What follows belongs to an exercise in optimizing a design on an open flow for small area; a production flow would make more cautious choices. In this exercise RTL edits were held to simulation tests only and were not proved equivalent to the original. Power figures rest on the tool's default switching activity, not on a simulated workload.

[design/flow/config.mk]
export PLATFORM = sky130hd
export DESIGN_NAME = pipeline_wrapped
export DESIGN_NICKNAME = pipeline_wrapped
export VERILOG_FILES = /design/flow/design.v
export SDC_FILE = /design/flow/constraint.sdc
export NUM_CORES = 4
export LEC_CHECK = 0
export CAP_MARGIN = 20
export CORE_MARGIN = 2
export CORE_UTILIZATION = 55
export SLEW_MARGIN = 20
export SYNTH_HIERARCHICAL = 1
export SYNTH_MINIMUM_KEEP_SIZE = 0
export BUFFER_PORTS_ARGS = -buffer_cell sky130_fd_sc_hd__buf_1
export CTS_ARGS = -sink_clustering_enable -repair_clock_nets -dont_use_dummy_load -buf_list sky130_fd_sc_hd__clkbuf_8 -sink_clustering_size 16 -sink_clustering_max_diameter 50
[design/flow/constraint.sdc]
create_clock -name core_clock -period 5.0 [get_ports {clk}]
set_input_delay 1.0000 -clock core_clock [delete_from_list [all_inputs] [get_ports {clk}]]
set_output_delay 1.0000 -clock core_clock [all_outputs]
set_load 0.01 [all_outputs]
[design/flow/design.v]
module arbiter (
    input  wire clk,
    input  wire reset,
    input  wire req_1,
    input  wire req_2,
    output wire stall_1,
    output wire stall_2
);
	reg       grant_1, grant_2;
	reg       req_1_d, req_2_d;
	reg [2:0] cnt;
	wire      sat = (cnt == 3'd5);
	always @(posedge clk) begin
		if (reset) begin
			grant_1 <= 1'b0;
			grant_2 <= 1'b0;
			req_1_d <= 1'b0;
			req_2_d <= 1'b0;
			cnt     <= 3'd0;
		end else begin
			grant_1 <= req_1 & (~req_2 | ~sat);
			grant_2 <= req_2 & (~req_1 | sat);
			req_1_d <= req_1;
			req_2_d <= req_2;
			if (grant_1)      cnt <= sat ? cnt : cnt + 3'd1;
			else if (grant_2) cnt <= 3'd0;
		end
	end
	assign stall_1 = req_1_d & ~grant_1;
	assign stall_2 = req_2_d & ~grant_2;
endmodule
module shared_resource (
	input 	wire	clk,
	input 	wire	reset,
	input 	wire [31:0] resource_input,
	output 	wire [31:0] resource_output
);
	reg [31:0] mem_out;
	assign resource_output = mem_out;
	always @(posedge clk) begin
		if (reset) begin
			mem_out <= 'd0;
		end
		else begin	
			case (resource_input)
				'd1  : mem_out <= 'd92;
				'd2  : mem_out <= 'd48;
				'd3  : mem_out <= 'd41;
				'd4  : mem_out <= 'd33;
				'd5  : mem_out <= 'd28;
				'd6  : mem_out <= 'd35;
				'd7  : mem_out <= 'd86;
				'd8  : mem_out <= 'd41;
				'd9  : mem_out <= 'd57;
				'd10 : mem_out <= 'd67;
				'd11 : mem_out <= 'd12;
				'd12 : mem_out <= 'd27;
				'd13 : mem_out <= 'd6;
				'd14 : mem_out <= 'd77;
				'd15 : mem_out <= 'd89;
				'd16 : mem_out <= 'd14;
				'd17 : mem_out <= 'd67;
				'd18 : mem_out <= 'd85;
				'd19 : mem_out <= 'd64;
				'd20 : mem_out <= 'd86;
				'd21 : mem_out <= 'd7;
				'd22 : mem_out <= 'd7;
				'd23 : mem_out <= 'd91;
				'd24 : mem_out <= 'd69;
				'd25 : mem_out <= 'd86;
				'd26 : mem_out <= 'd46;
				'd27 : mem_out <= 'd34;
				'd28 : mem_out <= 'd5;
				'd29 : mem_out <= 'd92;
				'd30 : mem_out <= 'd25;
				'd31 : mem_out <= 'd97;
				'd32 : mem_out <= 'd25;
				'hFFFFFFFF : 	mem_out <= 'hFFFFFFFF;
				default:		mem_out <= 'hFFFFFFFF;
			endcase
		end
	end
endmodule
module pipeline_unit (
    input  wire         clk,
    input  wire         reset,
    input  wire [31:0]  inputs,
    input  wire         in_valid,
    input  wire         flush,
    output wire [31:0]  outputs,
    output wire         push
);
	reg [31:0] d0, d1, d2;
	reg        c1;
	reg        v0, v1, v2;
	wire [16:0] cl;
	wire [15:0] sl;
	assign sl[0] = d0[0];
	assign sl[1] = ~d0[1];
	assign sl[2] = d0[2] ^ d0[1];
	assign sl[3] = ~(d0[3] ^ (d0[2] & d0[1]));
	assign cl[4] = d0[3] | (d0[2] & d0[1]);
	genvar i;
	generate
		for (i = 4; i < 16; i = i + 1) begin : g_lo
			assign sl[i]   = d0[i] ^ cl[i];
			assign cl[i+1] = d0[i] & cl[i];
		end
	endgenerate
	wire [32:16] ch;
	wire [31:16] sh;
	assign ch[16] = c1;
	generate
		for (i = 16; i < 32; i = i + 1) begin : g_hi
			assign sh[i]   = d1[i] ^ ch[i];
			assign ch[i+1] = d1[i] & ch[i];
		end
	endgenerate
	always @(posedge clk) begin
		d0 <= inputs;
		d1 <= {d0[31:16], sl};
		c1 <= cl[16];
		d2 <= {sh, d1[15:0]};
	end
	always @(posedge clk) begin
		if (reset | flush) begin
			v0 <= 1'b0;
			v1 <= 1'b0;
			v2 <= 1'b0;
		end else begin
			v0 <= in_valid;
			v1 <= v0;
			v2 <= v1;
		end
	end
	assign outputs = d2;
	assign push    = v2 & ~flush;
endmodule
module buffer_slots (
    input  wire        clk,
    input  wire        reset,
    input  wire [31:0] inputs,
    input  wire        stall,
    input  wire        push,
    output reg  [31:0] outputs,
    output reg         valid
);
	reg [31:0] slot [7:0];
	reg [4:0]  count;
	wire empty = (count == 5'd0);
	wire write = push & stall;
	wire pop   = ~push & ~empty & ~stall;
	integer i;
	always @(posedge clk) begin
		if (write) begin
			slot[0] <= inputs;
			for (i = 1; i < 8; i = i + 1) slot[i] <= slot[i-1];
		end
	end
	always @(posedge clk) begin
		if (reset)      count <= 5'd0;
		else if (write) count <= count + 5'd1;
		else if (pop)   count <= count - 5'd1;
	end
	always @(posedge clk) begin
		if (reset)      valid <= 1'b0;
		else if (push)  valid <= ~stall;
		else if (empty) valid <= 1'b0;
		else if (~stall) valid <= 1'b1;
	end
	wire       hold = ~push & stall;
	wire       take = ~push & ~stall;
	wire [7:0] sel;
	genvar k;
	generate
		for (k = 0; k < 8; k = k + 1) begin : g_sel
			assign sel[k] = take & (count[2:0] == k);
		end
	endgenerate
	wire [31:0] next_out;
	generate
		for (k = 0; k < 32; k = k + 1) begin : g_bit
			out_bit u_bit (
				.push (push),
				.word (inputs[k]),
				.hold (hold),
				.q    (outputs[k]),
				.sel  (sel),
				.e    ({slot[6][k], slot[5][k], slot[4][k], slot[3][k],
				        slot[2][k], slot[1][k], slot[0][k], slot[7][k]}),
				.y    (next_out[k])
			);
		end
	endgenerate
	always @(posedge clk) outputs <= next_out;
endmodule
module out_bit (
    input  wire       push,
    input  wire       word,
    input  wire       hold,
    input  wire       q,
    input  wire [7:0] sel,
    input  wire [7:0] e,
    output wire       y
);
	wire y1, y2, y3, y4;
	gate_aoi222 u1 (.a1(push),   .a2(word), .b1(hold),   .b2(q),    .c1(sel[0]), .c2(e[0]), .y(y1));
	gate_aoi222 u2 (.a1(sel[1]), .a2(e[1]), .b1(sel[2]), .b2(e[2]), .c1(sel[3]), .c2(e[3]), .y(y2));
	gate_aoi222 u3 (.a1(sel[4]), .a2(e[4]), .b1(sel[5]), .b2(e[5]), .c1(sel[6]), .c2(e[6]), .y(y3));
	gate_nand2  u4 (.a(sel[7]), .b(e[7]), .y(y4));
	gate_nand4  u5 (.a(y1), .b(y2), .c(y3), .d(y4), .y(y));
endmodule
module gate_aoi222 (
    input  wire a1, a2, b1, b2, c1, c2,
    output wire y
);
	assign y = ~((a1 & a2) | (b1 & b2) | (c1 & c2));
endmodule
module gate_nand2 (
    input  wire a, b,
    output wire y
);
	assign y = ~(a & b);
endmodule
module gate_nand4 (
    input  wire a, b, c, d,
    output wire y
);
	assign y = ~(a & b & c & d);
endmodule
module pipeline_top (
    input  wire         clk,
    input  wire         reset,
    input  wire [31:0]  inputs,
    input  wire         in_valid,
    input  wire         flush,
    input  wire         stall,
    output wire [31:0]  outputs,
    output wire         out_valid
);
	wire [31:0] word;
	wire        push;
	pipeline_unit pipeline_unit_inst (
		.clk      (clk),
		.reset    (reset),
		.inputs   (inputs),
		.in_valid (in_valid),
		.flush    (flush),
		.outputs  (word),
		.push     (push)
	);
	buffer_slots buffer_slots_inst (
		.clk     (clk),
		.reset   (reset),
		.inputs  (word),
		.stall   (stall),
		.push    (push),
		.outputs (outputs),
		.valid   (out_valid)
	);
endmodule
module pipeline_wrapped (
    input  wire        clk,
    input  wire        reset,
    input  wire [31:0] pipeline1_inputs,
    input  wire [31:0] pipeline2_inputs,
    input  wire [1:0]  in_valid,
    input  wire        flush_1,
    input  wire        flush_2,
    output wire [31:0] pipeline1_outputs,
    output wire [31:0] pipeline2_outputs,
    output wire [1:0]  out_valid
);
	wire stall_1, stall_2;
	arbiter arbiter_inst (
		.clk     (clk),
		.reset   (reset),
		.req_1   (out_valid[0]),
		.req_2   (out_valid[1]),
		.stall_1 (stall_1),
		.stall_2 (stall_2)
	);
	pipeline_top pipeline_1 (
		.clk       (clk),
		.reset     (reset),
		.inputs    (pipeline1_inputs),
		.in_valid  (in_valid[0]),
		.flush     (flush_1),
		.stall     (stall_1),
		.outputs   (pipeline1_outputs),
		.out_valid (out_valid[0])
	);
	pipeline_top pipeline_2 (
		.clk       (clk),
		.reset     (reset),
		.inputs    (pipeline2_inputs),
		.in_valid  (in_valid[1]),
		.flush     (flush_2),
		.stall     (stall_2),
		.outputs   (pipeline2_outputs),
		.out_valid (out_valid[1])
	);
endmodule
[design/flow/flow/run.sh]
#!/bin/bash
# Standard layout (the standard.sh, standard synthesis unchanged) with two
# changes: ports are buffered with buf_1 instead of the default buffer cell, and
# clock tree synthesis inserts no dummy loads and uses clkbuf_8 buffers driving
# clusters of up to 16 flip-flops within 50 um.
set -euo pipefail
cat >> config.mk <<'EOF'
export BUFFER_PORTS_ARGS = -buffer_cell sky130_fd_sc_hd__buf_1
export CTS_ARGS = -sink_clustering_enable -repair_clock_nets -dont_use_dummy_load -buf_list sky130_fd_sc_hd__clkbuf_8 -sink_clustering_size 16 -sink_clustering_max_diameter 50
EOF
bash standard.sh > standard.log 2>&1
[design/flow/standard.sh]
#!/bin/bash
# synth_recipe.tcl (not shown) runs the flow's synth.tcl, then flattens the netlist and writes it again
# the make line also repeats each setting of config.mk as NAME=value (left out here)
make -C /OpenROAD-flow-scripts/flow DESIGN_CONFIG=/design/flow/config.mk WORK_HOME=/design/flow/orfs CLKGATE_MAP_FILE= SYNTH_SCRIPT=/design/flow/synth_recipe.tcl "${@:-finish}"
==> results.py, run 1 <==
metrics = {
    "run_status": {
        "status": "no timing/DRC/antenna violations",
    },
    "timing": {
        "rsz0062_at_grt": "no",
        "fmax_mhz": 292,
        "period_share_pct": 68.4,
        "slew-limit-headroom_pct": 21.7,
        "tns_ns": 0,
        "slew_viol_final": 0,
        "fin_crit_ns": 3.42,
        "hold_viol_final": 0,
        "setup_viol": 0,
        "tightest_slew_ns": 1.17,
        "skew_ns": 0.0424,
    },
    "clocking": {
        "post_cts_resized": 0,
        "cts_tree": "built",
        "clockBufferDepth": 3,
        "h-tree-depth": 2,
        "root_buffer": "clkbuf_8",
        "cts_sinks": 795,
        "cts_buffers": 59,
        "clk_latency_ns": 0.68,
        "post_cts_buffers": 0,
        "clk_pin_slew_worst_paths_ns": 0.10,
        "cts.hold.buffers_added": 0,
    },
    "floorplanning": {
        "row_count": 78,
        "die_h_um": 219,
        "start_util_pct": 55.9,
        "fp.dieArea_um2": 48000,
        "coreArea_um2": 45500,
        "boundaryPins": 136,
        "fp.dieW_um": 219,
    },
    "placement": {
        "gp_congestion": 0.763,
        "dpl.hpwl_um": 28200,
        "io_buffers": 135,
    },
    "synthesis": {
        "syn_avg_cell_area_um2": 19.1,
        "synth_fp_nets": 1472,
        "yosysUniqueCellTypes": 40,
        "yosysMostFrequentCell": "edfxtp_1",
        "ys_seq_area_share_pct": 82.7,
        "postSynth.asyncResetShare_pct": 0,
        "synth_ff_type": "edfxtp_1",
        "netlist_top_cells_count": "512 x edfxtp_1, 283 x dfxtp_1, 192 x a222oi_1",
        "yosysWarnings": 10,
        "ys_ff_latch": 795,
        "yosysTopAreaCellShare_pct": 60.5,
        "synthTopCellsByArea": "edfxtp_1 60%, dfxtp_1 22%, a222oi_1 7.6%, ha_1 3.3%, nand4_1 1.6%",
        "synth_edf_count": 512,
        "synth_cells": 1332,
        "synth_area_leader_cell": "edfxtp_1",
        "synth_area_um2": 25400,
    },
    "grt": {
        "grt_pass1_wl_um": 77600,
        "grt-busiest-layer": "met1",
        "grt_pass1_vias": 13100,
        "grtUsageMet1_pct": 33.1,
        "grt_max_degree": 113,
        "grt_usage_pct": 21.3,
        "global_route.usage.met2_pct": 31.0,
        "grt_overflow": 0,
        "grtUsageMet3_pct": 3.95,
        "antenna_found_initial": 1,
    },
    "route": {
        "vias_per_cell": 6.33,
        "vias": 13600,
        "wl_um": 51500,
        "drt-initial-drc-count": 2350,
        "wl_per_cell_um": 24.0,
        "drt_pass1_iterations": 8,
        "drtAntennaViolNets": 0,
        "drc": 0,
    },
    "critical_path": {
        "crit_arrival_ns": 3.97,
        "endpoint_kind": "flip-flop",
        "critPathKind": "reg -> reg",
        "crit_top_cell": "ha_1",
        "worstPathRequired_ns": 5.55,
        "critical_path.max_stage_delay_ns": 0.32,
        "critPathBufInv": 0,
        "critPathSlowestCell": "dfxtp_1",
        "start_kind": "flip-flop",
        "crit_family": "adder cells",
        "path_cells": "ha_1, ha_1, ha_1, ha_1, ha_1, ha_1, ha_1, ha_1, ha_1, ha_1, ha_1, ha_1, ha_1, ha_1, ha_1, xor2_1",
        "crit_fanout": 1,
    },
    "power": {
        "total_power_mw": 13.0,
        "ir_drop_mv": 0.298,
        "power_leakage_nw": 9.24,
        "powerDensity_nw_per_um2": 466,
    },
    "final_layout": {
        "drive_above_1_share_pct": 7.81,
        "area_delta_synth_final_pct": 9.51,
        "nets": 1691,
        "fin_util_pct": 61.2,
        "n_antenna_cell": 0,
    },
    "hold_path": {
        "hp-class": "reg -> reg",
    },
    "flow_run": {
        "maxCapViolations": 0,
    },
}
==> metal layers <==
layer / up-vias / wire length, um
li1: 6007 / -
met1: 6870 / 22600
met2: 649 / 22900
met3: 75 / 5010
met4: 2 / 945
met5: - / 13
==> final timing paths <==
kind	start	end	slack, ns	depth (start not counted)
worst max-delay path	pipeline_2.pipeline_unit_inst.c1$_DFF_P_	pipeline_2.pipeline_unit_inst.d2[31]$_DFF_P_	1.58	16
worst min-delay path	pipeline_1.pipeline_unit_inst.d0[0]$_DFF_P_	pipeline_1.pipeline_unit_inst.d1[0]$_DFF_P_	0.31	0
worst max register to register	pipeline_2.pipeline_unit_inst.c1$_DFF_P_	pipeline_2.pipeline_unit_inst.d2[31]$_DFF_P_	1.58	16
worst min register to register	pipeline_1.pipeline_unit_inst.d0[0]$_DFF_P_	pipeline_1.pipeline_unit_inst.d1[0]$_DFF_P_	0.31	0
==> logic make-up (layout without fill, tap and decap cells) <==
| family | Yosys count | in the layout | synth area share, % |
|---|---|---|---|
| flops | 795 | 795 | 82.7 |
| compound gates | 223 | 223 | 8.69 |
| simple gates | 216 | 216 | 4.40 |
| fa+ha+maj | 70 | 70 | 3.50 |
| buf+inv | 20 | 237 | 0.394 |
| xor+xnor | 6 | 6 | 0.207 |
| mux | 2 | 2 | 0.0787 |
==> where the power goes <==
| part | internal, mW | switching (mW) |
|---|---|---|
| sequential | 7.35 | 0.330 |
| clock | 1.05 | 1.86 |
| combinational | 0.917 | 1.46 |
| total | 9.32 | 3.66 |
==> registers in the layout, summed over array words and instances, names as in the netlist, 3 cells and up <==
signal,count
pipeline_1.buffer_slots_inst.slot,256
arbiter_inst.cnt,3
pipeline_1.pipeline_unit_inst.d2,32
pipeline_2.pipeline_unit_inst.d1,32
pipeline_1.buffer_slots_inst.count,5
pipeline_2.buffer_slots_inst.count,5
pipeline_1.buffer_slots_inst.outputs,32
pipeline_1.pipeline_unit_inst.d1,32
pipeline_1.pipeline_unit_inst.d0,32
pipeline_2.buffer_slots_inst.slot,256
pipeline_2.pipeline_unit_inst.d2,32
pipeline_2.pipeline_unit_inst.d0,32
pipeline_2.buffer_slots_inst.outputs,32
==> cell usage in the layout, fill, tap and decap left out, types with 3 or more instances in the layout <==
| cell | count |
|---|---|
| nor3_2 | 6 |
| nand2_1 | 77 |
| a21oi_1 | 10 |
| a211oi_2 | 4 |
| dfxtp_1 | 283 |
| and2_1 | 3 |
| nand4_1 | 64 |
| clkbuf_8 | 59 |
| nor2_2 | 7 |
| buf_1 | 135 |
| nand2b_1 | 4 |
| nand3_1 | 5 |
| and3_1 | 3 |
| edfxtp_1 | 512 |
| nor3b_1 | 6 |
| a211oi_1 | 4 |
| xnor2_1 | 4 |
| buf_12 | 3 |
| nor2_1 | 11 |
| nor2_4 | 5 |
| nor2b_1 | 7 |
| nand3b_1 | 4 |
| buf_4 | 20 |
| and2b_2 | 3 |
| a222oi_1 | 192 |
| inv_1 | 16 |
| ha_1 | 68 |
==> area by class of cell <==
type	count	area [um^2]
clock buffer	59	812
sequential	795	21000
timing repair buffer	160	772
fill	3360	17600
multi-input combinational	517	4390
tap	600	751
inverter	18	92.6
==> metrics by stage <==
| step | instance area, um^2 | instances | setup WS, ns | hold WS [ns] |
|---|---|---|---|---|
| 3_5_place_dp | 27000 | 2088 | 1.52 | 0.312 |
| 6_report | 27900 | 2149 | 1.58 | 0.308 |
| 5_1_grt | 27900 | 2149 | 1.44 | 0.316 |
| 2_1_floorplan | 25400 | 1332 | 0.481 | 0.310 |
| 4_1_cts | 27800 | 2147 | 1.56 | 0.312 |
| 3_3_place_gp | 27000 | 2088 | 1.58 | 0.310 |
==> Yosys stat by module, one instance, submodules excluded, excerpt <==
module	cell area, um^2	flops+latches
arbiter	302	7
buffer_slots	8860	294
gate_aoi222	10.0	0
gate_nand2	3.75	0
gate_nand4	6.26	0
pipeline_unit	2420	100
==> inputs of run 2 (changes only) <==
--- a/design/flow/config.mk
+++ b/design/flow/config.mk
@@ -7,7 +7,7 @@
 export LEC_CHECK = 0
 export CAP_MARGIN = 20
 export CORE_MARGIN = 2
-export CORE_UTILIZATION = 55
+export CORE_UTILIZATION = 70
 export SLEW_MARGIN = 20
 export SYNTH_HIERARCHICAL = 1
 export SYNTH_MINIMUM_KEEP_SIZE = 0
==> run 2 against run 1 <==
Clock skew increased by 0.026 ns. Non-clock buffer count unchanged. Register-to-register slack got worse by 0.02 ns. Sequential share of layout area increased by 0.80 points. Synthesized area unchanged. Worst setup slack got worse by 0.017 ns. Via count increased by 0.80%. First-iteration DRC count decreased by 4.5%. Routed wire length decreased by 3.2%. Critical path type unchanged. Synthesized cell count unchanged. Utilization increased by 16 points.
==> results.py, run 2 <==
metrics = {
    "synthesis": {
        "synth_edf_count": 512,
        "postSynth.asyncResetShare_pct": 0,
        "synth_ff_type": "edfxtp_1",
        "ys_ff_latch": 795,
        "synth_area_um2": 25400,
        "netlist_top_cells_count": "512 x edfxtp_1, 283 x dfxtp_1, 192 x a222oi_1",
        "syn_avg_cell_area_um2": 19.1,
        "yosysUniqueCellTypes": 40,
        "synth_cells": 1332,
        "synth_fp_nets": 1472,
        "yosysWarnings": 10,
        "yosysTopAreaCellShare_pct": 60.5,
        "yosysMostFrequentCell": "edfxtp_1",
        "synthTopCellsByArea": "edfxtp_1 60%, dfxtp_1 22%, a222oi_1 7.6%, ha_1 3.3%, nand4_1 1.6%",
        "ys_seq_area_share_pct": 82.7,
        "synth_area_leader_cell": "edfxtp_1",
    },
    "clocking": {
        "root_buffer": "clkbuf_8",
        "cts_buffers": 57,
        "cts_tree": "built",
        "clk_latency_ns": 0.69,
        "post_cts_buffers": 0,
        "post_cts_resized": 0,
        "clk_pin_slew_worst_paths_ns": 0.09,
        "cts.hold.buffers_added": 0,
        "cts_sinks": 795,
        "clockBufferDepth": 3,
        "h-tree-depth": 2,
    },
    "timing": {
        "skew_ns": 0.0687,
        "fmax_mhz": 291,
        "hold_slack_ns": 0.280,
        "tns_ns": 0,
        "hold_viol_final": 0,
        "setup_viol": 0,
        "tightest_slew_ns": 0.958,
        "slew-limit-headroom_pct": 36.1,
        "fin_crit_ns": 3.44,
        "period_share_pct": 68.7,
        "slew_viol_final": 0,
        "rsz0062_at_grt": "no",
    },
    "route": {
        "drt-initial-drc-count": 2245,
        "vias_per_cell": 6.83,
        "drt_pass1_iterations": 10,
        "drc": 0,
        "wl_um": 49800,
        "drtAntennaViolNets": 0,
        "vias": 13700,
        "wl_per_cell_um": 24.8,
    },
    "critical_path": {
        "crit_arrival_ns": 3.97,
        "crit_fanout": 1,
        "r2r_end": "pipeline_2.pipeline_unit_inst.d2[31]$_DFF_P_",
        "crit_top_cell": "ha_1",
        "start_kind": "flip-flop",
        "startpoint": "pipeline_2.pipeline_unit_inst.c1$_DFF_P_",
        "endpoint_kind": "flip-flop",
        "crit_family": "adder cells",
        "critPathSlowestCell": "dfxtp_1",
        "path_cells": "ha_1, ha_1, ha_1, ha_1, ha_1, ha_1, ha_1, ha_1, ha_1, ha_1, ha_1, ha_1, ha_1, ha_1, ha_1, xor2_1",
        "rr_worst_depth": 16,
        "regToRegSetupSlack_ns": 1.56,
        "critical_path.max_stage_delay_ns": 0.31,
        "critPathKind": "reg -> reg",
        "worstPathRequired_ns": 5.54,
        "worstReg2RegStart": "pipeline_2.pipeline_unit_inst.c1$_DFF_P_",
        "critPathBufInv": 0,
    },
    "flow_run": {
        "maxCapViolations": 0,
    },
    "power": {
        "powerDensity_nw_per_um2": 466,
        "ir_drop_mv": 0.338,
        "power_leakage_nw": 9.21,
    },
    "grt": {
        "grt_overflow": 0,
        "grt_usage_pct": 26.3,
        "grt_pass1_vias": 13500,
        "grt_max_degree": 145,
        "grt_pass1_wl_um": 76500,
        "antenna_found_initial": 0,
    },
    "final_layout": {
        "reg_top3": "pipeline_1.buffer_slots_inst.slot (256), pipeline_2.buffer_slots_inst.slot (256)",
        "fill_cells": 2027,
        "final_area_um2": 27600,
        "multiInputGateArea_um2": 4360,
        "final_cell_mix": "512 x edfxtp_1, 283 x dfxtp_1, 192 x a222oi_1",
        "n_antenna_cell": 0,
        "nets": 1689,
        "regArea_um2": 21000,
        "drive_above_1_share_pct": 7.63,
        "final_common_cell": "edfxtp_1",
        "area_delta_synth_final_pct": 8.36,
    },
    "hold_path": {
        "hold_start": "pipeline_2.pipeline_unit_inst.d0[28]$_DFF_P_",
        "whs_path_depth": 0,
        "hold_end": "pipeline_2.pipeline_unit_inst.d1[28]$_DFF_P_",
        "hp-class": "reg -> reg",
    },
    "floorplanning": {
        "die_h_um": 195,
        "coreArea_um2": 35700,
        "row_count": 69,
        "boundaryPins": 136,
        "fp.dieArea_um2": 37900,
        "fp.dieW_um": 195,
        "start_util_pct": 71.3,
    },
    "placement": {
        "dpl.hpwl_um": 27800,
        "place_area_um2": 26800,
        "gp_congestion": 0.814,
        "io_buffers": 135,
    },
    "run_status": {
        "status": "no timing/DRC/antenna violations",
    },
}
## run 2: final cells by class
| type | count | area share (%) |
|---|---|---|
| tap | 461 | 2.09 |
| timing repair buffer | 160 | 2.57 |
| multi-input combinational | 517 | 15.8 |
| inverter | 18 | 0.336 |
| sequential | 795 | 76.3 |
| clock buffer | 57 | 2.85 |
## run 2: worst max-delay path by stage
| stage | to | slack [ns] | depth (start not counted) |
|---|---|---|---|
| 2_1_floorplan | pipeline_1.buffer_slots_inst.count[4]$_SDFFE_PP0P_ | 0.48 | 8 |
| 3_3_place_gp | pipeline_1.buffer_slots_inst.count[4]$_SDFFE_PP0P_ | 1.54 | 9 |
| 3_5_place_dp | pipeline_1.buffer_slots_inst.count[4]$_SDFFE_PP0P_ | 1.44 | 9 |
| 4_1_cts | pipeline_2.pipeline_unit_inst.d2[31]$_DFF_P_ | 1.52 | 16 |
| 5_1_grt | pipeline_2.pipeline_unit_inst.d2[31]$_DFF_P_ | 1.44 | 16 |
| 6_report | pipeline_2.pipeline_unit_inst.d2[31]$_DFF_P_ | 1.56 | 16 |
## run 2: cells by family (layout without fill, tap and decap cells)
kind of cell	Yosys count	in the layout	share of synthesized area, %
AOI/OAI and AO/OA	223	223	8.69
xor gates and xnor gates	6	6	0.207
adders and majority gates	70	70	3.50
buffers and inverters	20	235	0.394
DFF	795	795	82.7
muxes	2	2	0.0787
and+or+nand+nor	216	216	4.40
## run 2: power breakdown
part	leakage (nW)	switching (mW)	total, mW	internal (mW)
Combinational	1.82	1.45	2.35	0.899
Sequential	6.98	0.321	7.67	7.35
Clock	0.410	1.82	2.84	1.02
Total	9.21	3.59	12.9	9.27
## run 2: through the flow
step,power (mW),util [%],worst slack (ns),cells
after floorplan,9.17,-,0.481,1332
after global placement,10.1,75.1,1.54,1951
after detailed placement,10.1,75.1,1.44,1951
after CTS,12.9,77.3,1.52,2008
after global routing,13.4,77.3,1.44,2008
final,12.9,77.3,1.56,2008
## run 2: per-module statistics from Yosys (local to each module, per instance), excerpt
module | cells inside | area [um^2] | flops+latches | times used
gate_nand4 | 1 | 6.26 | 0 | 64
buffer_slots | 352 | 8860 | 294 | 2
arbiter | 30 | 302 | 7 | 1
pipeline_unit | 139 | 2420 | 100 | 2
gate_aoi222 | 1 | 10.0 | 0 | 192
gate_nand2 | 1 | 3.75 | 0 | 64
## run 2: routing by layer
metal | vias up | track usage [%] | share of wire, % | routed length [um]
met1 | 6862 | 41.1 | 42 | 21100
li1 | 5994 | - | - | -
met3 | 70 | 4.98 | 11 | 5250
met4 | 0 | 7.12 | 1.6 | 798
met5 | - | 0 | 0 | 0
met2 | 786 | 38.7 | 46 | 22700
## run 2: worst register-to-register path, cell delays in order (launching register included)
cell and delay (ns):
dfxtp_1 0.31, ha_1 0.19, ha_1 0.19, ha_1 0.18
ha_1 0.18, ha_1 0.18, ha_1 0.18, ha_1 0.20
ha_1 0.19, ha_1 0.18, ha_1 0.19, ha_1 0.19
ha_1 0.21, ha_1 0.20, ha_1 0.18, ha_1 0.18
xor2_1 0.15
==> inputs of run 3 (changes only) <==
--- a/design/flow/design.v
+++ b/design/flow/design.v
@@ -157,10 +157,19 @@
 			for (i = 1; i < 8; i = i + 1) slot[i] <= slot[i-1];
 		end
 	end
+	wire [4:0] up_t, dn_t;
+	assign up_t[0] = write;
+	assign dn_t[0] = pop;
+	genvar j;
+	generate
+		for (j = 1; j < 5; j = j + 1) begin : g_cnt
+			assign up_t[j] = up_t[j-1] &  count[j-1];
+			assign dn_t[j] = dn_t[j-1] & ~count[j-1];
+		end
+	endgenerate
 	always @(posedge clk) begin
-		if (reset)      count <= 5'd0;
-		else if (write) count <= count + 5'd1;
-		else if (pop)   count <= count - 5'd1;
+		if (reset) count <= 5'd0;
+		else       count <= count ^ (up_t | dn_t);
 	end
 	always @(posedge clk) begin
 		if (reset)      valid <= 1'b0;
==> run 3 against run 2 <==
Still clean on timing, DRC and antenna. Sequential cell count is the same. Utilization shrank 0.13 points. Clock skew shrank 0.047 ns. Critical endpoint unchanged.
==> results.py, run 3 <==
metrics = {
    "run_status": {
        "status": "no timing/DRC/antenna violations",
    },
    "placement": {
        "dpl.hpwl_um": 27300,
        "io_buffers": 135,
        "dp_slack_ns": 1.44,
        "gp_congestion": 0.826,
        "place_area_um2": 26700,
    },
    "critical_path": {
        "critPathKind": "reg -> reg",
        "r2r_end": "pipeline_2.pipeline_unit_inst.d2[31]$_DFF_P_",
        "worstPathRequired_ns": 5.55,
        "regToRegSetupSlack_ns": 1.57,
        "start_kind": "flip-flop",
        "rr_worst_depth": 16,
        "crit_arrival_ns": 3.97,
        "endpoint_kind": "flip-flop",
        "startpoint": "pipeline_2.pipeline_unit_inst.c1$_DFF_P_",
        "crit_fanout": 1,
        "worstReg2RegStart": "pipeline_2.pipeline_unit_inst.c1$_DFF_P_",
    },
    "route": {
        "vias": 13600,
        "drt-initial-drc-count": 2244,
        "drc": 0,
        "wl_per_cell_um": 24.4,
        "wl_um": 48500,
        "drtAntennaViolNets": 0,
        "vias_per_cell": 6.84,
        "drt_pass1_iterations": 8,
    },
    "synthesis": {
        "synth_compound_area_share_pct": 8.38,
        "synth_cells": 1316,
        "synth_edf_count": 512,
        "netlist_top_cells_count": "512 x edfxtp_1, 283 x dfxtp_1, 192 x a222oi_1",
        "yosys.area_share.simple_pct": 4.69,
        "yosysUniqueCellTypes": 41,
        "postSynth.asyncResetShare_pct": 0,
        "synth_xor_area_share_pct": 0.139,
        "syn_avg_cell_area_um2": 19.2,
        "synth_area_um2": 25300,
        "ys_ff_latch": 795,
        "synth_area_leader_cell": "edfxtp_1",
        "yosysTopAreaCellShare_pct": 60.8,
        "synth_ff_type": "edfxtp_1",
        "yosysMostFrequentCell": "edfxtp_1",
        "ys_seq_area_share_pct": 83.2,
        "yosysWarnings": 10,
        "synthAdderAreaFrac_pct": 2.97,
        "synth_fp_nets": 1446,
        "synth_top_family_by_area": "compound AO/OA/AOI/OAI gates",
        "synthTopCellsByArea": "edfxtp_1 61%, dfxtp_1 22%, a222oi_1 7.6%, ha_1 3.0%, nand4_1 1.6%",
        "muxShareOfSynthArea_pct": 0.0891,
    },
    "power": {
        "power_leakage_nw": 9.06,
        "powerDensity_nw_per_um2": 361,
        "ir_drop_mv": 0.367,
    },
    "grt": {
        "grt_pass1_wl_um": 74700,
        "grt_overflow": 0,
        "grt_max_degree": 92,
        "grt_usage_pct": 25.6,
        "grt_pass1_vias": 13000,
        "antenna_found_initial": 0,
    },
    "timing": {
        "tns_ns": 0,
        "skew_ns": 0.0215,
        "period_share_pct": 68.6,
        "fin_crit_ns": 3.43,
        "hold_viol_final": 0,
        "tightest_slew_ns": 1.06,
        "hold_slack_ns": 0.331,
        "slew_viol_final": 0,
        "fmax_mhz": 292,
        "layout_setup_ws_ns": 1.57,
        "setup_viol": 0,
        "slew-limit-headroom_pct": 29.2,
        "rsz0062_at_grt": "no",
    },
    "flow_run": {
        "maxCapViolations": 0,
    },
    "floorplanning": {
        "coreArea_um2": 35600,
        "start_util_pct": 71.1,
        "fp.dieArea_um2": 37600,
        "row_count": 69,
        "boundaryPins": 136,
        "die_h_um": 194,
        "fp.dieW_um": 194,
    },
    "clocking": {
        "post_cts_buffers": 0,
        "cts_buffers": 56,
        "clk_pin_slew_worst_paths_ns": 0.09,
        "cts_tree": "built",
        "h-tree-depth": 2,
        "cts.hold.buffers_added": 0,
        "root_buffer": "clkbuf_8",
        "cts_sinks": 795,
        "clk_latency_ns": 0.65,
        "post_cts_resized": 0,
        "clockBufferDepth": 3,
    },
    "final_layout": {
        "fill_cells": 2043,
        "n_antenna_cell": 0,
        "reg_top3": "pipeline_1.buffer_slots_inst.slot (256), pipeline_2.buffer_slots_inst.slot (256)",
        "final_area_um2": 27400,
        "final_common_cell": "edfxtp_1",
        "nets": 1658,
        "area_delta_synth_final_pct": 8.59,
        "final_cell_mix": "512 x edfxtp_1, 283 x dfxtp_1, 192 x a222oi_1",
        "drive_above_1_share_pct": 7.60,
    },
    "hold_path": {
        "whs_path_depth": 0,
        "hp-class": "reg -> reg",
        "hold_end": "pipeline_1.pipeline_unit_inst.d1[21]$_DFF_P_",
        "hold_start": "pipeline_1.pipeline_unit_inst.d0[21]$_DFF_P_",
    },
}
[run 3: worst max path at each step]
stage	end
after CTS	pipeline_2.pipeline_unit_inst.d2[31]$_DFF_P_
final	pipeline_2.pipeline_unit_inst.d2[31]$_DFF_P_
after global routing	pipeline_2.pipeline_unit_inst.d2[31]$_DFF_P_
after detailed placement	pipeline_1.buffer_slots_inst.outputs[21]$_DFF_P_
after floorplan	pipeline_1.buffer_slots_inst.slot[0][0]$_DFFE_PN_
after global placement	pipeline_1.buffer_slots_inst.outputs[18]$_DFF_P_
[run 3: routing by layer]
layer / wire length [um] / global-route usage [%]
met1: 20600 / 40.1
met2: 22000 / 38.1
met3: 5020 / 3.95
met4: 838 / 7.46
met5: 0 / 0
[run 3: kinds of logic (layout without fill, tap and decap cells)]
logic type,after synthesis,after routing
AOI/OAI and AO/OA,219,219
xor gates and xnor gates,4,4
adders and majority gates,60,60
buffers and inverters,24,234
DFF,795,795
muxes,2,2
and+or+nand+nor,212,212
[run 3: metrics by stage]
step	total power [mW]	utilization [%]	instances
final	9.92	77.2	1987
after CTS	10.0	77.2	1987
after global routing	10.2	77.2	1987
after detailed placement	7.26	75.0	1931
after floorplan	7.20	-	1316
after global placement	7.25	75.0	1931
[run 3: power breakdown]
| group | total [mW] | switching [mW] | internal (mW) |
|---|---|---|---|
| clock | 2.81 | 1.81 | 1.00 |
| combinational | 0.0600 | 0.0312 | 0.0289 |
| sequential | 7.05 | 0.0437 | 7.00 |
| total | 9.92 | 1.88 | 8.03 |
[run 3: critical path, stage by stage (launching register included)]
cell	delay, ns
dfxtp_1	0.31
ha_1	0.19
ha_1	0.18
ha_1	0.19
ha_1	0.18
ha_1	0.18
ha_1	0.19
ha_1	0.20
ha_1	0.18
ha_1	0.18
ha_1	0.22
ha_1	0.21
ha_1	0.20
ha_1	0.19
ha_1	0.18
ha_1	0.18
xor2_1	0.15
[run 3: per-module statistics from Yosys (local to each module, per instance), excerpt]
module	cell area, um^2	flip-flops and latches
gate_nand4	6.26	0
gate_aoi222	10.0	0
pipeline_unit	2420	100
buffer_slots	8780	294
arbiter	302	7
gate_nand2	3.75	0
[run 3: area by class of cell]
type	instances	area [um^2]	share of cell area (%)
multi-input combinational	497	4210	15.3
clock buffer	56	771	2.81
sequential	795	21000	76.7
timing repair buffer	164	800	2.91
tap	461	577	2.10
inverter	14	52.6	0.191
==> inputs of run 4 (changes only) <==
--- a/design/flow/design.v
+++ b/design/flow/design.v
@@ -9,7 +9,7 @@
 	reg       grant_1, grant_2;
 	reg       req_1_d, req_2_d;
 	reg [2:0] cnt;
-	wire      sat = (cnt == 3'd5);
+	wire      sat = cnt[2] & ~cnt[1];
 	always @(posedge clk) begin
 		if (reset) begin
 			grant_1 <= 1'b0;
@@ -22,7 +22,7 @@
 			grant_2 <= req_2 & (~req_1 | sat);
 			req_1_d <= req_1;
 			req_2_d <= req_2;
-			if (grant_1)      cnt <= sat ? cnt : cnt + 3'd1;
+			if (grant_1)      cnt <= sat ? cnt : {cnt[1:0], ~cnt[2]};
 			else if (grant_2) cnt <= 3'd0;
 		end
 	end
==> run 4 against run 3 <==
Still clean. Die area down 0.21%. Utilization down 0.17 points. Global-route usage up 0.76 points. Sequential share of layout area up 0.17 points. Register-to-register slack worse by 0.23 ns. Total power up 0.62%. Critical path depth unchanged. Sequential cell count unchanged. Largest cell class unchanged. Highest routed layer unchanged.
==> results.py, run 4 <==
metrics = {
    "run_status": {
        "status": "no timing/DRC/antenna violations",
    },
    "synthesis": {
        "postSynth.asyncResetShare_pct": 0,
        "netlist_top_cells_count": "512 x edfxtp_1, 283 x dfxtp_1, 192 x a222oi_1",
        "syn_avg_cell_area_um2": 19.2,
        "yosysUniqueCellTypes": 41,
        "yosysWarnings": 10,
        "ys_seq_area_share_pct": 83.4,
        "synth_fp_nets": 1440,
        "synth_area_leader_cell": "edfxtp_1",
        "synth_area_um2": 25200,
        "yosysMostFrequentCell": "edfxtp_1",
        "synthTopCellsByArea": "edfxtp_1 61%, dfxtp_1 22%, a222oi_1 7.6%, ha_1 2.9%, nand4_1 1.6%",
        "ys_ff_latch": 795,
        "synth_cells": 1312,
        "synth_edf_count": 512,
        "synth_ff_type": "edfxtp_1",
        "yosysTopAreaCellShare_pct": 61.0,
    },
    "critical_path": {
        "endpoint_kind": "flip-flop",
        "crit_top_cell": "ha_1",
        "crit_arrival_ns": 4.19,
        "path_cells": "ha_1, ha_1, ha_1, ha_1, ha_1, ha_1, ha_1, ha_1, ha_1, ha_1, ha_1, ha_1, ha_1, ha_1, ha_1, xor2_1",
        "crit_fanout": 1,
        "critPathSlowestCell": "dfxtp_1",
        "critPathKind": "reg -> reg",
        "regToRegSetupSlack_ns": 1.34,
        "worstPathRequired_ns": 5.53,
        "crit_family": "adder cells",
        "critPathBufInv": 0,
        "critical_path.max_stage_delay_ns": 0.32,
        "start_kind": "flip-flop",
    },
    "timing": {
        "skew_ns": 0.0597,
        "period_share_pct": 73.1,
        "tightest_slew_ns": 0.891,
        "setup_viol": 0,
        "tns_ns": 0,
        "fin_crit_ns": 3.66,
        "slew-limit-headroom_pct": 40.6,
        "hold_viol_final": 0,
        "fmax_mhz": 274,
        "slew_viol_final": 0,
        "rsz0062_at_grt": "no",
    },
    "placement": {
        "io_buffers": 135,
        "place_area_um2": 26600,
        "gp_congestion": 0.755,
        "dp.cells": 1927,
        "dpl.hpwl_um": 27900,
    },
    "grt": {
        "grt_pass1_vias": 13300,
        "grt_overflow": 0,
        "antenna_found_initial": 0,
        "grt_pass1_wl_um": 76600,
        "grt_usage_pct": 26.3,
        "grt_max_degree": 109,
    },
    "final_layout": {
        "n_antenna_cell": 0,
        "reg_top3": "pipeline_1.buffer_slots_inst.slot (256), pipeline_2.buffer_slots_inst.slot (256)",
        "final_common_cell": "edfxtp_1",
        "final_cell_mix": "512 x edfxtp_1, 283 x dfxtp_1, 192 x a222oi_1",
        "final_area_um2": 27400,
        "layout.cells.non_filler": 1985,
        "area_delta_synth_final_pct": 8.59,
        "fin_util_pct": 77.0,
        "drive_above_1_share_pct": 7.61,
        "nets": 1654,
    },
    "route": {
        "drt-initial-drc-count": 2423,
        "drtAntennaViolNets": 0,
        "vias_per_cell": 6.80,
        "wl_um": 49500,
        "drc": 0,
        "vias": 13500,
        "drt_pass1_iterations": 9,
        "wl_per_cell_um": 25.0,
    },
    "clocking": {
        "cts_buffers": 58,
        "cts_sinks": 795,
        "clk_latency_ns": 0.67,
        "post_cts_buffers": 0,
        "cts.hold.buffers_added": 0,
        "post_cts_resized": 0,
        "clockBufferDepth": 3,
        "root_buffer": "clkbuf_8",
        "cts_tree": "built",
        "h-tree-depth": 2,
        "clk_pin_slew_worst_paths_ns": 0.10,
    },
    "floorplanning": {
        "boundaryPins": 136,
        "row_count": 69,
        "fp.dieArea_um2": 37600,
        "coreArea_um2": 35600,
        "start_util_pct": 70.9,
        "fp.dieW_um": 194,
        "die_h_um": 194,
    },
    "power": {
        "power_leakage_nw": 9.04,
        "total_power_mw": 9.98,
        "powerDensity_nw_per_um2": 364,
        "ir_drop_mv": 0.307,
    },
    "flow_run": {
        "maxCapViolations": 0,
    },
    "hold_path": {
        "hp-class": "reg -> reg",
    },
}
run 4: where the power goes:
part           switching, mW  internal [mW]
combinational         0.0324         0.0297
sequential            0.0458           7.00
clock                   1.83           1.04
total                   1.91           8.07
run 4: path summary, 6_finish.rpt:
kind,from,endpoint,depth (start not counted)
setup / recovery,pipeline_1.pipeline_unit_inst.c1$_DFF_P_,pipeline_1.pipeline_unit_inst.d2[31]$_DFF_P_,16
hold / removal,pipeline_2.pipeline_unit_inst.d0[22]$_DFF_P_,pipeline_2.pipeline_unit_inst.d1[22]$_DFF_P_,0
setup reg to reg,pipeline_1.pipeline_unit_inst.c1$_DFF_P_,pipeline_1.pipeline_unit_inst.d2[31]$_DFF_P_,16
hold reg to reg,pipeline_2.pipeline_unit_inst.d0[22]$_DFF_P_,pipeline_2.pipeline_unit_inst.d1[22]$_DFF_P_,0
run 4: cells by family (layout without fill, tap and decap cells):
| group | count (synthesis) | count (layout) | share of synthesized area [%] |
|---|---|---|---|
| adder cells (fa/ha/maj) | 58 | 58 | 2.88 |
| AND/OR/NAND/NOR | 210 | 210 | 4.60 |
| flip-flops | 795 | 795 | 83.4 |
| multiplexers | 3 | 3 | 0.129 |
| buffers and inverters | 24 | 236 | 0.486 |
| XOR/XNOR | 4 | 4 | 0.139 |
| AO/OA/AOI/OAI | 218 | 218 | 8.35 |
run 4: metal layers:
| metal | wire length (um) | global-route usage (%) | vias to the layer above |
|---|---|---|---|
| met2 | 23100 | 40.4 | 723 |
| met1 | 20600 | 40.1 | 6769 |
| li1 | - | - | 5938 |
| met5 | 0 | 0 | - |
| met3 | 5030 | 4.71 | 71 |
| met4 | 847 | 6.90 | 0 |
run 4: Yosys stat by module (local to each module, per instance), a selection:
module | times used | flip-flops and latches
gate_nand2 | 64 | 0
gate_nand4 | 64 | 0
pipeline_unit | 2 | 100
buffer_slots | 2 | 294
gate_aoi222 | 192 | 0
arbiter | 1 | 7
run 4: layout make-up:
| class | count | area (um^2) |
|---|---|---|
| Sequential cell | 795 | 21000 |
| Fill cell | 2042 | 8180 |
| Timing Repair Buffer | 164 | 774 |
| Multi-Input combinational cell | 493 | 4150 |
| Inverter | 14 | 52.6 |
| Tap cell | 461 | 577 |
| Clock buffer | 58 | 798 |
run 4: stage by stage:
stage	setup slack (ns)	hold WS (ns)
floorplan	0.159	0.310
global placement	1.46	0.310
detailed placement	1.37	0.312
CTS	1.34	0.333
global route	1.19	0.331
finish	1.34	0.328
==> inputs of run 5 (changes only) <==
==> design/flow/flow/run.sh (replaced) <==
#!/bin/bash
# Standard layout (the standard.sh, standard synthesis unchanged) with two
# changes: ports are buffered with buf_1 instead of the default buffer cell, and
# clock tree synthesis inserts no dummy loads and uses clkbuf_4 buffers driving
# clusters of up to 10 flip-flops within 45 um.
set -euo pipefail
cat >> config.mk <<'EOF'
export BUFFER_PORTS_ARGS = -buffer_cell sky130_fd_sc_hd__buf_1
export CTS_ARGS = -sink_clustering_enable -repair_clock_nets -dont_use_dummy_load -buf_list sky130_fd_sc_hd__clkbuf_4 -sink_clustering_size 10 -sink_clustering_max_diameter 45
EOF
bash standard.sh > standard.log 2>&1
--- a/design/flow/config.mk
+++ b/design/flow/config.mk
@@ -12,4 +12,4 @@
 export SYNTH_HIERARCHICAL = 1
 export SYNTH_MINIMUM_KEEP_SIZE = 0
 export BUFFER_PORTS_ARGS = -buffer_cell sky130_fd_sc_hd__buf_1
-export CTS_ARGS = -sink_clustering_enable -repair_clock_nets -dont_use_dummy_load -buf_list sky130_fd_sc_hd__clkbuf_8 -sink_clustering_size 16 -sink_clustering_max_diameter 50
+export CTS_ARGS = -sink_clustering_enable -repair_clock_nets -dont_use_dummy_load -buf_list sky130_fd_sc_hd__clkbuf_4 -sink_clustering_size 10 -sink_clustering_max_diameter 45
==> run 5 against run 4 <==
Still clean on timing, DRC and antenna. Via count rose by 1.7%. Synthesized cell count did not move. Sequential cell count did not move. Final area fell by 0.45%. Worst setup slack got worse by 0.0076 ns. Critical path type unchanged. Largest cell class unchanged.
==> results.py, run 5 <==
metrics = {
    "run_status": {
        "status": "no timing/DRC/antenna violations",
    },
    "route": {
        "vias": 13700,
        "drt-initial-drc-count": 2410,
        "wl_per_cell_um": 24.8,
        "drtAntennaViolNets": 0,
        "wl_um": 50100,
        "drc": 0,
        "vias_per_cell": 6.80,
        "drt_pass1_iterations": 8,
    },
    "final_layout": {
        "multiInputGateArea_um2": 4150,
        "reg_top3": "pipeline_1.buffer_slots_inst.slot (256), pipeline_2.buffer_slots_inst.slot (256)",
        "area_delta_synth_final_pct": 8.10,
        "final_common_cell": "edfxtp_1",
        "layout.cells.non_filler": 2019,
        "fin_util_pct": 76.7,
        "final_cell_mix": "512 x edfxtp_1, 283 x dfxtp_1, 192 x a222oi_1",
        "final_area_um2": 27300,
        "drive_above_1_share_pct": 9.45,
        "nets": 1685,
        "fill_cells": 2116,
        "regArea_um2": 21000,
    },
    "grt": {
        "grt_overflow": 0,
        "antenna_found_initial": 2,
        "grt_pass1_vias": 13600,
        "grt_usage_pct": 26.7,
        "grt_max_degree": 109,
        "grt_pass1_wl_um": 77600,
    },
    "synthesis": {
        "synth_cells": 1312,
        "postSynth.asyncResetShare_pct": 0,
        "synth_fp_nets": 1440,
        "synth_edf_count": 512,
        "synth_area_um2": 25200,
        "yosysUniqueCellTypes": 41,
        "synthTopCellsByArea": "edfxtp_1 61%, dfxtp_1 22%, a222oi_1 7.6%, ha_1 2.9%, nand4_1 1.6%",
        "yosysWarnings": 10,
        "syn_avg_cell_area_um2": 19.2,
        "synth_area_leader_cell": "edfxtp_1",
        "ys_ff_latch": 795,
        "yosysMostFrequentCell": "edfxtp_1",
        "ys_seq_area_share_pct": 83.4,
        "yosysTopAreaCellShare_pct": 61.0,
        "netlist_top_cells_count": "512 x edfxtp_1, 283 x dfxtp_1, 192 x a222oi_1",
        "synth_ff_type": "edfxtp_1",
    },
    "placement": {
        "gp_congestion": 0.755,
        "dp_slack_ns": 1.37,
        "dpl.hpwl_um": 27900,
        "dp.cells": 1927,
        "io_buffers": 135,
        "place_area_um2": 26600,
    },
    "clocking": {
        "post_cts_resized": 0,
        "clk_pin_slew_worst_paths_ns": 0.11,
        "cts.hold.buffers_added": 0,
        "post_cts_buffers": 0,
        "h-tree-depth": 3,
        "root_buffer": "clkbuf_4",
        "clk_latency_ns": 0.81,
        "cts_buffers": 89,
        "cts_tree": "built",
        "clockBufferDepth": 3,
        "cts_sinks": 795,
    },
    "critical_path": {
        "crit_fanout": 1,
        "critPathSlowestCell": "dfxtp_1",
        "path_cells": "ha_1, ha_1, ha_1, ha_1, ha_1, ha_1, ha_1, ha_1, ha_1, ha_1, ha_1, ha_1, ha_1, ha_1, ha_1, xor2_1",
        "crit_family": "adder cells",
        "crit_arrival_ns": 4.32,
        "critPathBufInv": 0,
        "rr_worst_depth": 16,
        "critPathKind": "reg -> reg",
        "start_kind": "flip-flop",
        "crit_top_cell": "ha_1",
        "critical_path_depth": 16,
        "worstPathRequired_ns": 5.66,
        "endpoint_kind": "flip-flop",
        "critical_path.max_stage_delay_ns": 0.32,
    },
    "timing": {
        "hold_slack_ns": 0.272,
        "layout_setup_ws_ns": 1.34,
        "fmax_mhz": 273,
        "setup_viol": 0,
        "hold_viol_final": 0,
        "fin_crit_ns": 3.66,
        "rsz0062_at_grt": "no",
        "slew-limit-headroom_pct": 40.0,
        "period_share_pct": 73.3,
        "tns_ns": 0,
        "slew_viol_final": 0,
        "tightest_slew_ns": 0.901,
        "skew_ns": 0.0518,
    },
    "flow_run": {
        "maxCapViolations": 0,
    },
    "floorplanning": {
        "boundaryPins": 136,
        "row_count": 69,
        "fp.dieArea_um2": 37600,
        "coreArea_um2": 35600,
        "start_util_pct": 70.9,
        "die_h_um": 194,
        "fp.dieW_um": 194,
    },
    "power": {
        "powerDensity_nw_per_um2": 360,
        "power_leakage_nw": 9.04,
        "ir_drop_mv": 0.272,
        "total_power_mw": 9.80,
    },
    "hold_path": {
        "whs_path_depth": 1,
        "hp-class": "in -> reg",
    },
}
-- run 5: final cells by class --
cell class / instances / share of cell area [%]
Clock buffer: 89 / 2.45
Tap cell: 461 / 2.12
Multi-Input combinational cell: 493 / 15.2
Inverter: 14 / 0.193
Antenna cell: 3 / 0.0275
Sequential cell: 795 / 77.2
Timing Repair Buffer: 164 / 2.84
-- run 5: kinds of logic after synthesis --
| group | share of synthesized area, % |
|---|---|
| AO/OA/AOI/OAI | 8.35 |
| XOR/XNOR | 0.139 |
| adder cells (fa/ha/maj) | 2.88 |
| buffers and inverters | 0.486 |
| flip-flops | 83.4 |
| multiplexers | 0.129 |
| AND/OR/NAND/NOR | 4.60 |
-- run 5: worst paths after layout --
check | start | to | slack [ns]
setup / recovery | pipeline_1.pipeline_unit_inst.c1$_DFF_P_ | pipeline_1.pipeline_unit_inst.d2[31]$_DFF_P_ | 1.34
setup reg to reg | pipeline_1.pipeline_unit_inst.c1$_DFF_P_ | pipeline_1.pipeline_unit_inst.d2[31]$_DFF_P_ | 1.34
hold / removal | pipeline2_inputs[18] | pipeline_2.pipeline_unit_inst.d0[18]$_DFF_P_ | 0.27
hold reg to reg | pipeline_2.pipeline_unit_inst.d0[0]$_DFF_P_ | pipeline_2.pipeline_unit_inst.d1[0]$_DFF_P_ | 0.33
-- run 5: per-module statistics from Yosys, one instance, submodules excluded, a selection --
module,flip-flops and latches,times used
gate_aoi222,0,192
pipeline_unit,100,2
gate_nand4,0,64
arbiter,7,1
gate_nand2,0,64
buffer_slots,294,2
-- run 5: routing by layer --
metal,wire length (um),track usage (%)
met5,0,0
met4,1120,7.69
met3,5380,5.95
met2,23100,40.3
met1,20500,40.1
-- run 5: report_power, final --
group | switching, mW | internal [mW]
registers | 0.0453 | 7.00
clock network | 1.87 | 0.821
logic | 0.0323 | 0.0296
total | 1.95 | 7.85

[port drivers added, routing unchanged]
No port has a modelled driver above. Below, the same layouts with a new extraction and two added sets of constraints. Step 1 assumes that a clkbuf_16 drives the clock port and a buf_2 every other input. Step 2 times the ports against the registers' clock, not the clock port: input delays grow and output delays shrink by t, the midpoint of the rising clock arrivals with the driver on. a / b / c = no drivers / after step 1 / after step 2; a / b = the first two.
run	t, ns	slack for setup (ns)	slew at the worst register clock pin (ns)	pins driven straight from the clock port
run 1	0.708	1.581 / 1.581 / 1.540	0.10 / 0.10	1
run 2	0.703	1.564 / 1.564 / 1.418	0.10 / 0.10	1
run 3	0.692	1.571 / 1.571 / 1.459	0.10 / 0.10	1
run 4	0.696	1.345 / 1.345 / 1.345	0.10 / 0.10	1
run 5	0.836	1.337 / 1.337 / 1.337	0.12 / 0.12	1
After both steps setup and hold are still met in every run listed. For run 2, which loses most, drivers alone change the setup slack by 0.000 ns; drivers and shift together by -0.146 ns.
